This design comes from an exercise in tuning for small area and a short achievable clock period on the open sky130 flow, not from production work.
Only simulation tests tie the RTL to the original design; equivalence was not proved.
No activity file was given, so power comes from the tool's default toggle rates.

==> flow/design.v <==
`timescale 1ns/10ps
module lsfr (
    o0,
    o3,
    clock,
    reset
);
output [31:0] o0;
reg [31:0] o0;
output [31:0] o3;
reg [31:0] o3;
input clock;
input reset;
reg [31:0] z3;
reg [31:0] z2;
reg [31:0] z1;
reg [31:0] z0;
always @(posedge clock, negedge reset) begin: LSFR_WORK
    if (reset == 0) begin
        z0 <= 364;
        o0 <= 0;
        o3 <= 0;
        z2 <= 2;
        z3 <= 3;
        z1 <= 1;
    end
    else begin
        z0 <= z1;
        z1 <= z2;
        z2 <= z3;
        z3 <= ((z2 ^ (z1 << 31)) ^ (z0 >>> 1));
        o0 <= z0;
        o3 <= z3;
    end
end
endmodule
module Register (input [31:0] D, input Clk, output reg [31:0] Q);
 always @(posedge Clk)
 Q <= D;
endmodule 
`timescale 1ns/10ps
module adder (
    out,
    y,
    z,
    clock,
    reset
);
output [31:0] out;
reg [31:0] out;
input [31:0] y;
input [31:0] z;
input clock;
input reset;
always @(posedge clock, negedge reset) begin: ADDER_ADDE
    if (reset == 0) begin
        out <= 0;
    end
    else begin
        out <= (y + z);
    end
end
endmodule
`timescale 1ns/10ps
module B (
    out,
    x,
    clock,
    reset
);
output [31:0] out;
reg [31:0] out;
input [31:0] x;
input clock;
input reset;
wire [31:0] d0;
wire [31:0] d1;
wire [31:0] d2;
assign d0 = 32'd1238144;
assign d1 = 32'd12738209;
assign d2 = 32'd281023108;
always @(posedge clock, negedge reset) begin: B_T
    if (reset == 0) begin
        out <= 0;
    end
    else begin
        out <= (((x ^ d0) + d1) ^ d2);
    end
end
endmodule
`timescale 1ns/10ps
module splitter (
    out1,
    out2,
    in
);
output [31:0] out1;
wire [31:0] out1;
output [31:0] out2;
wire [31:0] out2;
input [31:0] in;
assign out1 = in;
assign out2 = in;
endmodule
module pi( in, out );
input wire [31:0]in;
output wire [31:0]out;
genvar i;
generate
  for(i=0; i<32; i=i+1)
  begin  : generate_block
    assign out[31-i] = in[i];
  end
endgenerate
endmodule
`timescale 1ns/10ps
module C (
    out,
    x,
    a,
    clock,
    reset
);
output [31:0] out;
reg [31:0] out;
input [31:0] x;
input [31:0] a;
input clock;
input reset;
wire [31:0] e_0;
reg [31:0] e_1;
reg [31:0] e_2;
assign e_0 = 32'd23456297;
always @(posedge clock, negedge reset) begin: C_S
    if (reset == 0) begin
        e_2 <= 56456;
        e_1 <= 43017;
        out <= 0;
    end
    else begin
        e_1[32-1:16] <= a[32-1:16];
        e_2[32-1:16] <= a[16-1:0];
        out <= (($signed({1'b0, x}) * ($signed({1'b0, e_1}) + ($signed({1'b0, e_2}) * ($signed({1'b0, x}) - 32'h1)))) + e_0);
    end
end
endmodule
`timescale 1ns/10ps
module ABC2 (
    OUT,
    CLOCK_50,
    RESET_N
);
input CLOCK_50;
input RESET_N;
output [31:0] OUT;
wire reset;
wire clock;
assign reset = RESET_N;
assign clock = CLOCK_50;
wire [31:0] z0;
wire [31:0] z3;
wire  [31:0]  x_in_wire;
wire  [31:0] x_out_wire;
wire  [31:0] B_out_wire;
wire  [31:0]  B_in_wire;
wire  [31:0] pi_in_wire;
wire  [31:0] pol_out_wire;
wire  [31:0] pol_in_wire;
lsfr A(.o0(z0), .o3(z3), .clock(clock), .reset(reset));
Register x(
			.D(x_in_wire),
			.Q(x_out_wire),
			.Clk(clock)
			);
adder Add(
			.out(x_in_wire),
			.y(z0),
			.z(B_out_wire),
			.clock(clock),
			.reset(reset)
		);
B B_1(
		 .out(B_out_wire),
		 .x(B_in_wire),
		 .clock(clock),
		 .reset(reset)
		);
splitter S(
		 .out1(B_in_wire),
		 .out2(pi_in_wire),
		 .in(x_out_wire)
		);	
pi Pi(
		 .in(pi_in_wire),
		 .out(pol_in_wire)
);
C C_1(
		 .out(pol_out_wire),
		 .x(pol_in_wire),
		 .a(z3),
		 .clock(clock),
		 .reset(reset)
);
assign OUT = pol_out_wire;
endmodule
==> flow/run.sh <==
#!/bin/bash
# synth_recipe.tcl (not shown) runs the flow's synth.tcl, then flattens the netlist and writes it again
# the make line also repeats each setting of config.mk as NAME=value (left out here)
make -C /OpenROAD-flow-scripts/flow DESIGN_CONFIG=/design/flow/config.mk WORK_HOME=/design/flow/orfs CLKGATE_MAP_FILE= SYNTH_SCRIPT=/design/flow/synth_recipe.tcl finish
==> flow/config.mk <==
export PLATFORM = sky130hd
export DESIGN_NAME = ABC2
export DESIGN_NICKNAME = ABC2
export VERILOG_FILES = /design/flow/design.v
export SDC_FILE = /design/flow/constraint.sdc
export NUM_CORES = 4
export LEC_CHECK = 0
export CAP_MARGIN = 20
export CORE_MARGIN = 2
export CORE_UTILIZATION = 40
export PLACE_DENSITY = 0.6
export SLEW_MARGIN = 20
==> flow/constraint.sdc <==
create_clock -name core_clock -period 18.0 [get_ports {CLOCK_50}]
set_input_delay 3.6000 -clock core_clock [delete_from_list [all_inputs] [get_ports {CLOCK_50}]]
set_output_delay 3.6000 -clock core_clock [all_outputs]
set_load 0.01 [all_outputs]
==> results.json <==
{
  "outcome": "complete, no violations",
  "syn_area_per_cell_um2": 10.08,
  "setup-tns-final_ns": 0,
  "area_growth_pct": 9.230,
  "netlist_area_um2": 33700,
  "slew_headroom": 0.2610,
  "dr.first_iter.drc_count": 1293,
  "wl_per_cell_um": 18.89,
  "drc_errors": 0,
  "cts-hold-fix-buffers": 0,
  "grt_overflow": 0,
  "fin_skew_ns": 0.04771,
  "die_h_um": 294.3,
  "io_pins": 34,
  "max_stage_delay_ns": 0.55,
  "async_flop_share": 0.8900,
  "synth-edff-count": 0,
  "use_met1": 0.2745,
  "worstPathRequired_ns": 18.40,
  "drt_pass1_iterations": 5,
  "port-buffer-count": 33,
  "postCtsSetupRepairBufs": 0,
  "cts_root_buffer": "clkbuf_16",
  "clk_pin_slew_ns": 0.06,
  "gp_congestion": 0.8783,
  "synthFlopType": "dfrtp_1",
  "grt_max_degree": 116,
  "cts_tree": "built",
  "hpwl_um": 64760,
  "slew_violations": 0,
  "nets": 4270,
  "synth.distinct_cells": 73,
  "hold_path.class": "reg -> reg",
  "netlist.area_leader.share": 0.3273,
  "dpl_worst_slack_ns": 1.475,
  "grt_pass1_vias": 24020,
  "grt_use_met2": 0.3559,
  "r2r_start": "x.Q[30]$_DFF_P_",
  "layout_common_cells": "inv_1, fa_1, ha_1",
  "synth_nets": 4240,
  "busiest_layer": "met2",
  "path_common_cell": "xnor2_1",
  "ir_worst_vdd_mv": 0.06080,
  "timing.hold.ws_ns": 0.3386,
  "p_leak_nw": 18.36,
  "hold_depth": 0,
  "routed_wl_um": 84650,
  "grt_use_met3": 0.02715,
  "ctsLongestPathBuffers": 3,
  "startpoint_type": "flop",
  "cp.arrival_ns": 16.96,
  "finalSetupViolCount": 0,
  "tightest_slew_ns": 1.107,
  "die_area_um2": 86580,
  "final_common_cell": "inv_1",
  "slowest_stage": "fa_1",
  "yosys_register_bits": 291,
  "netlist_top_cells_area": "fa_1, dfrtp_1, ha_1, inv_1, xnor2_1",
  "cts_buffers": 36,
  "insertion_delay_ns": 0.59,
  "coreArea_um2": 83560,
  "start_util": 0.4033,
  "reg2reg_depth": 64,
  "startpoint": "x.Q[30]$_DFF_P_",
  "post-route-cell-area_um2": 36810,
  "grt_usage": 0.2075,
  "placed_area_um2": 35490,
  "fmax_ghz": 0.06041,
  "grt_setup_unrepaired": "no",
  "n_antenna_cell": 0,
  "seq_area_frac_synth": 0.2117,
  "finalCritPeriodShare": 0.9197,
  "htree_levels": 2,
  "final_layout_size_suffix_gt1_frac": 0.05029,
  "chipWidth_um": 294.3,
  "hp-start": "Add.out[18]$_DFF_PN0_",
  "power_per_cell_area_nw_per_um2": 39.51,
  "hold_viol": 0,
  "yosys.area.top_type": "fa_1",
  "worstPathMaxFanout": 16,
  "finalCriticalPeriod_ns": 16.55,
  "via_per_inst": 4.865,
  "crit_type": "reg -> reg",
  "row_count": 106,
  "synth_cells": 3342,
  "crit_path_end_kind": "flop",
  "yosysWarnings": 5,
  "antenna_found_initial": 1,
  "fin_ws_ns": 1.446,
  "grt_pass1_wl_um": 137000,
  "clock_sinks": 291,
  "cts_resized": 0,
  "drv_cap": 0,
  "vias": 21790,
  "antenna_left": 0
}
[cells in the mapped netlist (all sizes together), types with 7 or more instances]
cell type and instances:
dfxtp 32, nand2 313, a21boi 9, dfstp 9
and3 7, dfrtp 250, and2 236, nor2 101
nor2b 50, a21oi 60, clkbuf 98, fa 551
o21bai 10, nor3 32, nand2b 25, a31oi 12
a21o 14, or3 12, ha 345, o21ai 45
xor2 79, nand3 16, o21a 14, inv 745
xnor2 201
[through the flow]
| step | util | total power [mW] | instances |
|---|---|---|---|
| finish | 0.4405 | 1.454 | 4480 |
| global route | 0.4405 | 1.502 | 4480 |
| CTS | 0.4405 | 1.477 | 4480 |
| detailed placement | 0.4248 | 0.6782 | 4414 |
| global placement | 0.4248 | 0.6782 | 4414 |
| floorplan | - | 0.6655 | 3342 |
[registers in the layout (all words and copies together), names as in the netlist]
name and cells:
B_1.out 32, C_1.e_2 2, C_1.e_1 1, Add.out 32, A.z2 1, A.z0 32
A.z1 31, C_1.out 32, A.o0 32, x.Q 32, A.z3 32, A.o3 32
[kinds of logic after synthesis]
logic type | Yosys count | synth area share
fa+ha+maj | 896 | 0.4554
buf+inv | 849 | 0.09494
simple gates | 820 | 0.1222
flops | 291 | 0.2117
xor+xnor | 284 | 0.07701
compound gates | 200 | 0.03813
mux | 2 | 0.0005941
[worst max-delay path: cells and delay by family (launching register included)]
kind | cells | cell delay (ns)
adder cells (fa/ha/maj) | 19 | 7.76
flip-flops | 1 | 0.36
AND/OR/NAND/NOR | 4 | 0.71
AO/OA/AOI/OAI | 10 | 1.92
XOR/XNOR | 22 | 4.69
buffers and inverters | 9 | 0.91
[per-layer routing]
metal / up-vias / wire, um / part of all wire
met5: - / 0 / 0
met4: 0 / 2505 / 0.030
met3: 147 / 4024 / 0.048
met2: 464 / 41170 / 0.49
met1: 11160 / 36950 / 0.44
li1: 10020 / - / -
[final timing paths]
| path | end | slack (ns) |
|---|---|---|
| setup / recovery | C_1.out[31]$_DFF_PN0_ | 1.45 |
| hold / removal | x.Q[18]$_DFF_P_ | 0.34 |
| setup reg to reg | C_1.out[31]$_DFF_PN0_ | 1.45 |
| hold reg to reg | x.Q[18]$_DFF_P_ | 0.34 |
| max in group asynchronous | A.o0[9]$_DFF_PN0_ | 12.49 |
| min in group asynchronous | C_1.out[6]$_DFF_PN0_ | 3.08 |
[final cells by class]
| cell class | count | area, um^2 |
|---|---|---|
| clock buffers | 39 | 922.1 |
| multi-input cells | 2202 | 23400 |
| well taps | 1080 | 1351 |
| fillers | 7925 | 46750 |
| repair buffers | 96 | 808.3 |
| inverters | 745 | 2796 |
| flip-flops and latches | 291 | 7134 |
| clock inverters | 27 | 392.9 |
[power breakdown]
part	leakage [nW]	total, mW	switching, mW	internal (mW)
sequential	3.71	0.653	0	0.653
combinational	14.0	0.0117	0.0111	0.000581
clock	0.620	0.789	0.330	0.459

[re-timing with driven ports]
In the flow no input, the clock included, has a driving cell. The finished layout below was timed again as built, in two steps. Step 1: set_driving_cell puts a clkbuf_16 on CLOCK_50 and a buf_2 on each other input, an assumption about the parent block. Step 2 moves the port delays by t, midway between the first and last clock arrival at a register: inputs arrive t later, outputs are due t later. That takes back most of the time a late clock gives input paths. Three values: ideal, step 1, step 2; two values: the first two.
t (ns): 0.637
slack for setup (ns): 1.446 / 1.446 / 1.446
worst setup path after step 2: register to register
worst slew at a driven data input, ns: 0.05
pins driven straight from the clock port: 1
After both steps this run still meets setup and hold. The setup slack of this run moves by 0.000 ns with the drivers and by 0.000 ns with both steps.
